From an optimization exercise on the open Yosys and OpenROAD flow, aimed at small area; shortcuts taken in it are not production practice.
Function was checked by simulation only, so behaviour that the tests miss may differ from the original.
Power figures rest on the tool's default switching activity, not on a simulated workload.

## flow/design.v (module list and top-level ports; edited modules follow where they fit)
// module transposed_filter: 1579 lines
// module fa: 4 lines
// module ha: 4 lines
// module hn: 4 lines
// module fa1: 4 lines
// module fa1n: 4 lines
// module mxi: 3 lines
// module gxor: 3 lines
// module gxnor: 3 lines
// module gnor: 3 lines
// module gorb: 3 lines
// module gnand: 3 lines
// module gor: 3 lines
module transposed_filter(
  input signed [15:0] noisy_signal,
  input clk, rst,
  output signed [31:0] filtered_signal
  );
  // ...
==> flow/flow/run.sh <==
#!/bin/bash
# Own flow: the standard layout (standard.sh, unchanged synthesis, floorplan,
# power grid, placement and routing), with two settings passed to ORFS:
#  - port buffers use the smallest buffer cell instead of the one buffer_ports picks;
#  - clock tree synthesis without dummy loads, clkbuf_4 buffers and clusters of up to 12 sinks.
set -euo pipefail
export BUFFER_PORTS_ARGS="-buffer_cell sky130_fd_sc_hd__buf_1"
export CTS_ARGS="-sink_clustering_enable -repair_clock_nets -dont_use_dummy_load -buf_list sky130_fd_sc_hd__clkbuf_4 -sink_clustering_size 12 -sink_clustering_max_diameter 40"
bash standard.sh > standard.log 2>&1
==> flow/standard.sh <==
#!/bin/bash
# synth_recipe.tcl (not shown) runs the flow's synth.tcl, then flattens the netlist and writes it again
# the make line also repeats each setting of config.mk as NAME=value (left out here)
make -C /OpenROAD-flow-scripts/flow DESIGN_CONFIG=/design/flow/config.mk WORK_HOME=/design/flow/orfs CLKGATE_MAP_FILE= SYNTH_SCRIPT=/design/flow/synth_recipe.tcl "${@:-finish}"
==> flow/config.mk <==
export PLATFORM = sky130hd
export DESIGN_NAME = transposed_filter
export DESIGN_NICKNAME = transposed_filter
export VERILOG_FILES = /design/flow/design.v
export SDC_FILE = /design/flow/constraint.sdc
export NUM_CORES = 4
export LEC_CHECK = 0
export CAP_MARGIN = 20
export CORE_MARGIN = 2
export CORE_UTILIZATION = 65
export SLEW_MARGIN = 20
export SYNTH_HIERARCHICAL = 1
==> flow/constraint.sdc <==
create_clock -name core_clock -period 10.0 [get_ports {clk}]
set_input_delay 2.0000 -clock core_clock [delete_from_list [all_inputs] [get_ports {clk}]]
set_output_delay 2.0000 -clock core_clock [all_outputs]
set_load 0.01 [all_outputs]
==> reports/results.ini, run 1 <==
[synth]
synthesis.yosys.warnings = 7
ys_async_sr_fraction = 0
synthXorXnorAreaFrac = 0.0105
synth_edf_count = 0

[worst_setup_path]
signal_arrival_time_at_the_worst_endpoint_ns = 7.34
cp.buffers_inverters = 4
timing.critical_path.depth = 22

[cts]
clkSinkCount = 340
clock_tree.root_cell = clkbuf_4
insertion_delay_of_the_later_clocked_pin_in_the_worst_skew_pair_ns = 0.78
cts_hold_repair.buffers = 0
cts.htree.levels = 2

[die]
core.rowCount = 68
dieArea_sq_um = 36000

[sta]
post-route-period-util = 0.934

[cells_and_area]
inv_count = 160
leading_cell_type_in_the_layout_fill_and_taps_excluded = fa_1
footprint_of_the_multi_input_gates_sq_um = 14900
n_antenna_cell = 3
multi_input_area_share = 0.634

[place]
post-dp-hpwl_mm = 43.4
port-buffer-count = 49

[global_route]
groute.layer.met3.usage = 0.0546
maximum_number_of_pins_on_one_net_before_global_route_repair = 87

[power_and_ir_drop]
design_power_total_mw = 7.13
dominant_power_group = combinational cells

[outcome]
status = no timing/DRC/antenna violations

[route]
num_vias = 11100

==> run 2: changes to the inputs <==
--- a/flow/design.v
+++ b/flow/design.v
@@ -1249,17 +1249,17 @@
   fa us1107 (.a(s1101), .b(c1074), .c(s1105), .s(s1107), .co(c1108));
   wire s1109, c1110;
   fa us1109 (.a(c1068), .b(s1103), .c(~s1107), .s(s1109), .co(c1110));
   wire s1111, c1112;
   fa us1111 (.a(c1076), .b(c1078), .c(s433), .s(s1111), .co(c1112));
   wire s1113, c1114;
   fa us1113 (.a(~s1109), .b(c1080), .c(s1111), .s(s1113), .co(c1114));
   wire s1115, c1116;
-  ha us1115 (.a(s1113), .b(~s535), .s(s1115), .co(c1116));
+  fa us1115 (.a(s1113), .b(~s535), .c(c1082), .s(s1115), .co(c1116));
   wire s1117, c1118;
   fa us1117 (.a(d9[11]), .b(s59), .c(s715), .s(s1117), .co(c1118));
   wire s1119, c1120;
   fa us1119 (.a(s53), .b(s697), .c(c160), .s(s1119), .co(c1120));
   wire s1121, c1122;
   fa us1121 (.a(c1086), .b(s1117), .c(c64), .s(s1121), .co(c1122));
   wire s1123, c1124;
   fa us1123 (.a(s255), .b(c1084), .c(s1119), .s(s1123), .co(c1124));
@@ -1473,57 +1473,57 @@
   fa us1327 (.a(c1314), .b(c740), .c(s1325), .s(s1327), .co(c1328));
   wire s1329, c1330;
   fa us1329 (.a(s1327), .b(c1316), .c(s707), .s(s1329), .co(c1330));
   wire s1331, c1332;
   fa us1331 (.a(c1318), .b(s1329), .c(s673), .s(s1331), .co(c1332));
   wire s1333, c1334;
   fa us1333 (.a(c1320), .b(s1331), .c(s653), .s(s1333), .co(c1334));
   wire s1335, c1336;
-  ha us1335 (.a(s1333), .b(c1322), .s(s1335), .co(c1336));
+  fa us1335 (.a(s1333), .b(c1322), .c(~c1324), .s(s1335), .co(c1336));
   wire s1337, c1338;
   gxnor uxs1337 (.a(s735), .b(c1326), .y(s1337));
   gor uns1337 (.a(s735), .b(c1326), .y(c1338));
   wire s1339, c1340;
   fa us1339 (.a(s223), .b(s1337), .c(c1328), .s(s1339), .co(c1340));
   wire s1341, c1342;
   fa us1341 (.a(s1339), .b(c708), .c(c1330), .s(s1341), .co(c1342));
   wire s1343, c1344;
   fa us1343 (.a(s1341), .b(c674), .c(c1332), .s(s1343), .co(c1344));
   wire s1345, c1346;
-  fa us1345 (.a(s1343), .b(c1334), .c(c1336), .s(s1345), .co(c1346));
+  fa us1345 (.a(s1343), .b(~s661), .c(c1334), .s(s1345), .co(c1346));
   wire s1347, c1348;
   fa us1347 (.a(s737), .b(c224), .c(c1338), .s(s1347), .co(c1348));
   wire s1349, c1350;
   fa us1349 (.a(s1347), .b(c1340), .c(c1342), .s(s1349), .co(c1350));
   wire s1351, c1352;
   fa us1351 (.a(s1349), .b(s667), .c(c1344), .s(s1351), .co(c1352));
   wire s1353, c1354;
-  ha us1353 (.a(s1351), .b(~c662), .s(s1353), .co(c1354));
+  fa us1353 (.a(s1351), .b(~c662), .c(c1346), .s(s1353), .co(c1354));
   wire s1355, c1356;
   gxnor uxs1355 (.a(s739), .b(c1348), .y(s1355));
   gor uns1355 (.a(s739), .b(c1348), .y(c1356));
   wire s1357, c1358;
   fa us1357 (.a(s1355), .b(c1350), .c(~s671), .s(s1357), .co(c1358));
   wire s1359, c1360;
   ha us1359 (.a(s1357), .b(c1352), .s(s1359), .co(c1360));
   wire s1361, c1362;
   fa us1361 (.a(c740), .b(c1356), .c(c1358), .s(s1361), .co(c1362));
   wire s1363, c1364;
-  ha us1363 (.a(~s673), .b(s1361), .s(s1363), .co(c1364));
+  fa us1363 (.a(~s673), .b(s1361), .c(c1360), .s(s1363), .co(c1364));
   wire s1365, c1366;
-  ha us1365 (.a(~c674), .b(c1362), .s(s1365), .co(c1366));
+  fa us1365 (.a(~c674), .b(c1362), .c(c1364), .s(s1365), .co(c1366));
   wire s1367, c1368;
   ha us1367 (.a(ya[12]), .b(~yb[12]), .s(s1367), .co(c1368));
   wire s1369, c1370;
   fa us1369 (.a(ya[13]), .b(yb[13]), .c(~c1368), .s(s1369), .co(c1370));
   wire s1371, c1372;
   fa us1371 (.a(ya[14]), .b(~yb[14]), .c(c1370), .s(s1371), .co(c1372));
   wire s1373, c1374;
-  fa us1373 (.a(ya[15]), .b(yb[15]), .c(~c1372), .s(s1373), .co(c1374));
+  ha us1373 (.a(ya[15]), .b(~c1372), .s(s1373), .co(c1374));
   wire s1375, c1376;
   fa us1375 (.a(~ya[16]), .b(yb[16]), .c(c1374), .s(s1375), .co(c1376));
   wire s1377, c1378;
   fa us1377 (.a(ya[17]), .b(~yb[17]), .c(c1376), .s(s1377), .co(c1378));
   wire s1379, c1380;
   fa us1379 (.a(~ya[18]), .b(yb[18]), .c(c1378), .s(s1379), .co(c1380));
   wire s1381, c1382;
   fa us1381 (.a(~ya[19]), .b(yb[19]), .c(c1380), .s(s1381), .co(c1382));
@@ -1533,54 +1533,38 @@
   fa us1385 (.a(ya[21]), .b(yb[21]), .c(c1384), .s(s1385), .co(c1386));
   wire s1387, c1388;
   fa us1387 (.a(ya[22]), .b(yb[22]), .c(c1386), .s(s1387), .co(c1388));
   wire s1389, c1390;
   fa us1389 (.a(~ya[23]), .b(yb[23]), .c(c1388), .s(s1389), .co(c1390));
   wire s1391, c1392;
   fa us1391 (.a(ya[24]), .b(~yb[24]), .c(c1390), .s(s1391), .co(c1392));
   wire s1393, c1394;
-  fa us1393 (.a(~ya[25]), .b(yb[25]), .c(c1392), .s(s1393), .co(c1394));
+  ha us1393 (.a(ya[25]), .b(c1392), .s(s1393), .co(c1394));
   wire s1395, c1396;
-  fa us1395 (.a(~ya[26]), .b(yb[26]), .c(c1394), .s(s1395), .co(c1396));
+  fa us1395 (.a(ya[26]), .b(yb[26]), .c(c1394), .s(s1395), .co(c1396));
   wire s1397, c1398;
-  fa us1397 (.a(ya[27]), .b(yb[27]), .c(c1396), .s(s1397), .co(c1398));
+  ha us1397 (.a(ya[27]), .b(c1396), .s(s1397), .co(c1398));
   wire s1399, c1400;
-  ha us1399 (.a(ya[28]), .b(yb[28]), .s(s1399), .co(c1400));
+  fa us1399 (.a(ya[28]), .b(yb[28]), .c(c1398), .s(s1399), .co(c1400));
   wire s1401, c1402;
-  fa us1401 (.a(ya[29]), .b(yb[29]), .c(c1400), .s(s1401), .co(c1402));
+  ha us1401 (.a(ya[29]), .b(c1400), .s(s1401), .co(c1402));
   wire s1403, c1404;
-  fa us1403 (.a(ya[30]), .b(yb[30]), .c(c1402), .s(s1403), .co(c1404));
-  wire s1405, c1406;
-  gxnor uxs1405 (.a(yb[31]), .b(c1404), .y(s1405));
-  gor uns1405 (.a(yb[31]), .b(c1404), .y(c1406));
-  wire s1407, c1408;
-  gxnor uxs1407 (.a(ya[28]), .b(yb[28]), .y(s1407));
-  gor uns1407 (.a(ya[28]), .b(yb[28]), .y(c1408));
-  wire s1409, c1410;
-  fa us1409 (.a(ya[29]), .b(yb[29]), .c(c1408), .s(s1409), .co(c1410));
-  wire s1411, c1412;
-  fa us1411 (.a(ya[30]), .b(yb[30]), .c(c1410), .s(s1411), .co(c1412));
-  wire s1413, c1414;
-  gxnor uxs1413 (.a(yb[31]), .b(c1412), .y(s1413));
-  gor uns1413 (.a(yb[31]), .b(c1412), .y(c1414));
-  wire m1415;
-  mxi um1415 (.a(s1399), .b(s1407), .s(c1398), .y(m1415));
-  wire m1416;
-  mxi um1416 (.a(s1401), .b(s1409), .s(c1398), .y(m1416));
-  wire m1417;
-  mxi um1417 (.a(s1403), .b(s1411), .s(c1398), .y(m1417));
-  wire m1418;
-  mxi um1418 (.a(s1405), .b(s1413), .s(c1398), .y(m1418));
+  gxnor uxs1403 (.a(yb[31]), .b(ya[30]), .y(s1403));
+  gor uns1403 (.a(yb[31]), .b(ya[30]), .y(c1404));
+  wire m1405;
+  mxi um1405 (.a(ya[30]), .b(~ya[30]), .s(c1402), .y(m1405));
+  wire m1406;
+  mxi um1406 (.a(yb[31]), .b(~s1403), .s(c1402), .y(m1406));
   assign sum = {s979, s945, s913, s885, s857, s833, s809, s789, s773, s761, s751, s743};
-  assign suma = {1'b1, c1364, c1360, c1354, c1346, s661, c1324, c1312, s1309, c1278, c1258, c1234, c1206, s1205, c1150, s1145, c1082, c1048, c1014, c980};
-  assign sumb = {c1366, s1365, s1363, s1359, s1353, s1345, s1335, s1323, s1311, s1295, s1277, s1257, s1233, s1207, s1179, s1149, s1115, s1081, s1047, s1013};
+  assign suma = {1'b1, s1365, s1363, c1354, s1353, c1336, s1335, c1312, s1309, c1278, c1258, c1234, c1206, s1205, c1150, s1145, s1115, c1048, c1014, c980};
+  assign sumb = {c1366, 1'b0, 1'b0, s1359, 1'b0, s1345, 1'b0, s1323, s1311, s1295, s1277, s1257, s1233, s1207, s1179, s1149, 1'b0, s1081, s1047, s1013};
   gor ucl (.a(rst), .b(r1), .y(clr));
   gnor ucln (.a(rst), .b(r1), .y(clrn));
-  assign filtered_signal = {~clr & ~m1418, ~clr & ~m1417, ~clr & ~m1416, ~clr & ~m1415, ~clr & s1397, ~clr & s1395, ~clr & s1393, ~clr & s1391, ~clr & s1389, ~clr & s1387, ~clr & s1385, ~clr & s1383, ~clr & s1381, ~clr & s1379, ~clr & s1377, ~clr & s1375, ~clr & s1373, ~clr & ~s1371, ~clr & ~s1369, ~clr & s1367, ~clr & y[11], ~clr & y[10], ~clr & y[9], ~clr & y[8], ~clr & y[7], ~clr & y[6], ~clr & y[5], ~clr & y[4], ~clr & y[3], ~clr & y[2], ~clr & y[1], ~clr & y[0]};
+  assign filtered_signal = {~clr & m1406, ~clr & ~m1405, ~clr & s1401, ~clr & s1399, ~clr & s1397, ~clr & s1395, ~clr & s1393, ~clr & s1391, ~clr & s1389, ~clr & s1387, ~clr & s1385, ~clr & s1383, ~clr & s1381, ~clr & s1379, ~clr & s1377, ~clr & s1375, ~clr & s1373, ~clr & ~s1371, ~clr & ~s1369, ~clr & s1367, ~clr & y[11], ~clr & y[10], ~clr & y[9], ~clr & y[8], ~clr & y[7], ~clr & y[6], ~clr & y[5], ~clr & y[4], ~clr & y[3], ~clr & y[2], ~clr & y[1], ~clr & y[0]};
 endmodule
 module fa(input a, b, c, output s, co);
   assign s = a ^ b ^ c;
   assign co = (a & b) | (a & c) | (b & c);
 endmodule
 module ha(input a, b, output s, co);
   assign s = a ^ b;
   assign co = a & b;
==> flow/flow/run.sh (replaced) <==
#!/bin/bash
# Own flow: the standard layout (standard.sh, unchanged synthesis, floorplan,
# power grid, placement and routing), with two settings passed to ORFS:
#  - port buffers use the smallest buffer cell instead of the one buffer_ports picks;
#  - clock tree synthesis without dummy loads, clkbuf_4 buffers and clusters of up to 10 sinks.
set -euo pipefail
export BUFFER_PORTS_ARGS="-buffer_cell sky130_fd_sc_hd__buf_1"
export CTS_ARGS="-sink_clustering_enable -repair_clock_nets -dont_use_dummy_load -buf_list sky130_fd_sc_hd__clkbuf_4 -sink_clustering_size 10 -sink_clustering_max_diameter 40"
bash standard.sh > standard.log 2>&1
==> run 2 against run 1 <==
Still clean. Critical path depth stayed put. Flip-flop and latch count decreased by 5. Utilization up 0.87 points. Cell count decreased by 0.77%. Via count increased by 0.34%. Setup slack got worse by 0.10 ns. Register-to-register slack lost 0.11 ns. Routed wire length down 0.72%. Sequential share of layout area decreased by 0.22 points. Clock power is 3.6% higher. Critical endpoint is now ya[13].
==> reports/results.ini, run 2 <==
[outcome]
status = no timing/DRC/antenna violations

[route]
remaining_antenna_violation_count = 0
route.detailed.vias_per_inst = 5.38
drc = 0
num_vias = 11100  ; +0.34%
drt_pass1_iterations = 5
drtIter0Drc = 640
drt-total-wl_mm = 49.1
drt-wirelength-per-cell_microns = 23.7

[die]
floorplan.io_pins = 50
floorplan.initialDensity = 0.662
dieArea_sq_um = 35700  ; -0.76%
die_width_microns = 189
core.rowCount = 67  ; -1.5%
die_h_microns = 189
core_area_sq_um = 33600

[place]
post_dp_cell_area_sq_um = 22900
gp_congestion = 0.949
port-buffer-count = 49  ; unchanged
post-dp-hpwl_mm = 42.9  ; -1.1%

[synth]
synth_edf_count = 0  ; unchanged
synth_cells = 1533
synthesis.nets = 2228
postSynthAreaPerCell_sq_um = 14.5
syn-cell-area_sq_um = 22200
synthMostInstantiatedCell = fa_1
synth_top_area_cells = fa_1 (57%), dfxtp_1 (30%), inv_1 (2.7%), nor2_1 (2.4%), nand2_1 (2.3%)
ys_async_sr_fraction = 0  ; unchanged
yosys_register_bits = 335
synth_top_area_cell = fa_1
ys_seq_area_frac = 0.302
synth_top_flop_cell = dfxtp_1
synth_largest_type_area_fraction = 0.574
post_synth_most_frequent_cells = fa_1 (638), dfxtp_1 (335), inv_1 (162), nor2_1 (141), nand2_1 (134)
synthesis.yosys.warnings = 7  ; unchanged
synth_cell_type_count = 16

[sta]
max_freq_mhz = 106
rsz_0062_raised_after_global_routing = no
final.setup.tns_ns = 0
setup_viol = 0
finalHoldViolCount = 0
worst_slew_pin_slew_ns = 1.07
finalClockSkew_ns = 0.0965
finalMaxSlewViolations = 0
final.min_clock_period_ns = 9.44
post-route-period-util = 0.944  ; +0.00997
slew_headroom = 0.285

[hold_path]
holdCritPathClass = reg -> reg

[cts]
clock_tree.root_cell = clkbuf_4
cts.htree.levels = 2  ; unchanged
clkSinkCount = 335  ; -1.5%
clock_path_buffers = 3
cts_hold_repair.buffers = 0  ; unchanged
clk_pin_slew_worst_paths_ns = 0.11
tritoncts = built
cts_inserted_buffers = 50
cts.repair.resized = 0
insertion_delay_of_the_later_clocked_pin_in_the_worst_skew_pair_ns = 0.80  ; +0.02 ns
post_cts.repair.setup_buffers = 0

[worst_setup_path]
critical_path_required_ns = 10.63
startpoint = d9[0]
r2r-start = d9[0]
reg2reg_to = ya[13]
timing.critical_path.to_type = flip-flop
signal_arrival_time_at_the_worst_endpoint_ns = 10.07  ; +2.73 ns
r2r_depth = 22
r2r_slack_ns = 0.56
critical_path.startpoint_type = flip-flop
critical_path_peak_fanout = 8
path_class = reg -> reg
critical_path.endpoint = ya[13]

[power_and_ir_drop]
power-per-cell-area_nw_per_um2 = 308
ir_drop_mv = 0.606
p_leak_nw = 9.66

[global_route]
use_met2 = 0.525
groute.layer.met3.usage = 0.0445  ; -0.0101
number_of_antenna_violations_at_the_first_check_in_global_routing = 2
gr-total-overflow = 0
grt_most_used_layer = met2
grt_pass1_vias = 13200
maximum_number_of_pins_on_one_net_before_global_route_repair = 78  ; -10%
wire_length_of_the_first_global_routing_pass_mm = 77.4
use_met1 = 0.394
global_route_usage_over_all_layers = 0.304

[job]
number_of_maximum_capacitance_violations = 0

[cells_and_area]
largest-register = ya
drive_above_1_share = 0.0376
syn2layout_area_growth_pct = 4.70
leading_cell_type_in_the_layout_fill_and_taps_excluded = fa_1
commonest_cells_after_routing_fill_and_taps_aside = fa_1 (638), dfxtp_1 (335), inv_1 (161)
finish.utilization = 0.693
final_net_count = 2318
largest_register_ffs = 19
nFillCells = 2433
layout.cell_area.non_filler_sq_um = 23300

[run 2: how the worst min path moves through the flow]
stage	startpoint	depth (start not counted)	to	slack, ns
floorplan	d13[0]	0	d14[0]	0.33
global placement	d13[0]	0	d14[0]	0.34
detailed placement	d13[0]	0	d14[0]	0.35
CTS	d14[2]	1	d15[2]	0.34
global route	d14[2]	1	d15[2]	0.34
finish	d14[2]	1	d15[2]	0.35
[run 2: power breakdown]
part | internal (mW) | total (mW) | switching [mW] | leakage (nW)
registers | 1.63 | 1.68 | 0.0468 | 2.73
logic | 2.17 | 4.82 | 2.64 | 6.69
clock network | 0.227 | 0.670 | 0.443 | 0.230
total | 4.03 | 7.16 | 3.13 | 9.66
[run 2: through the flow]
stage	total power [mW]	setup WS, ns	cells	hold WS, ns
floorplan	5.31	1.14	1533	0.334
global placement	6.56	0.715	2019	0.343
detailed placement	6.67	0.592	2019	0.346
CTS	7.40	0.442	2069	0.340
global route	8.24	0.218	2072	0.342
finish	7.16	0.562	2072	0.345
[run 2: cell families (layout without fill, tap and decap cells)]
| group | Yosys count | in the layout | synth area share |
|---|---|---|---|
| fa+ha+maj | 677 | 677 | 0.596 |
| flops | 335 | 335 | 0.302 |
| simple gates | 314 | 314 | 0.0578 |
| buf+inv | 180 | 268 | 0.0338 |
| xor+xnor | 25 | 25 | 0.00984 |
| mux | 2 | 2 | 0.000900 |
| other cells | 0 | 3 | 0 |
[run 2: final cells by class]
class / count / area, sq um / share of cell area
inverter: 162 / 609 / 0.0262
tap: 448 / 561 / 0.0241
multi-input combinational: 1018 / 14800 / 0.635
clock buffer: 50 / 375 / 0.0161
sequential: 335 / 6710 / 0.288
antenna: 3 / 7.51 / 0.000322
timing repair buffer: 56 / 240 / 0.0103
[run 2: per-module statistics from Yosys (local to each module, per instance)]
module / flops+latches / copies in the design / cell area, sq um
fa: 0 / 638 / 20.0
gnand: 0 / 134 / 3.75
gnor: 0 / 11 / 3.75
gor: 0 / 9 / 6.26
gxnor: 0 / 15 / 8.76
gxor: 0 / 10 / 8.76
ha: 0 / 39 / 12.5
mxi: 0 / 2 / 10.0
transposed_filter: 335 / 1 / 8140
[run 2: worst max-delay path: stages (launching register included)]
cell and delay, ns:
dfxtp_1 0.53, ha_1 0.33, fa_1 0.39, fa_1 0.40
fa_1 0.39, fa_1 0.39, fa_1 0.59, fa_1 0.45
fa_1 0.40, fa_1 0.54, fa_1 0.45, fa_1 0.57
fa_1 0.42, fa_1 0.40, fa_1 0.41, fa_1 0.40
fa_1 0.40, fa_1 0.50, inv_1 0.05, fa_1 0.39
fa_1 0.41, inv_1 0.08, fa_1 0.40
[run 2: per-layer routing]
metal	routed length, microns	vias up
met1	18800	6067
met3	2130	99
li1	-	4676
met5	0	-
met4	2240	0
met2	26000	304

==> separate check: timing with driven ports <==
Ports are ideal in the flow. The routed layouts listed here were re-timed in OpenROAD. Step 1 sets driving cells, clkbuf_16 on the clock port and buf_2 on the other inputs (assumed; they add their load-dependent delay and slew). Step 2 adds t to the input delays and takes it off the output delays; t is the mean of the earliest and latest rising clock arrival at the registers after step 1. Input paths then give back, and output paths get back, about the clock's delay inside the block. Three values: no drivers, after step 1, after step 2; two values: the first two.
| run | t (ns) | slack for setup (ns) | worst register clock-pin slew, ns | cell pins on the clock port's net |
|---|---|---|---|---|
| run 1 | 0.790 | 0.662 / 0.611 / 0.674 | 0.12 / 0.12 | 1 |
| run 2 | 0.817 | 0.562 / 0.562 / 0.562 | 0.11 / 0.11 | 1 |
After both steps every run listed still meets setup and hold.
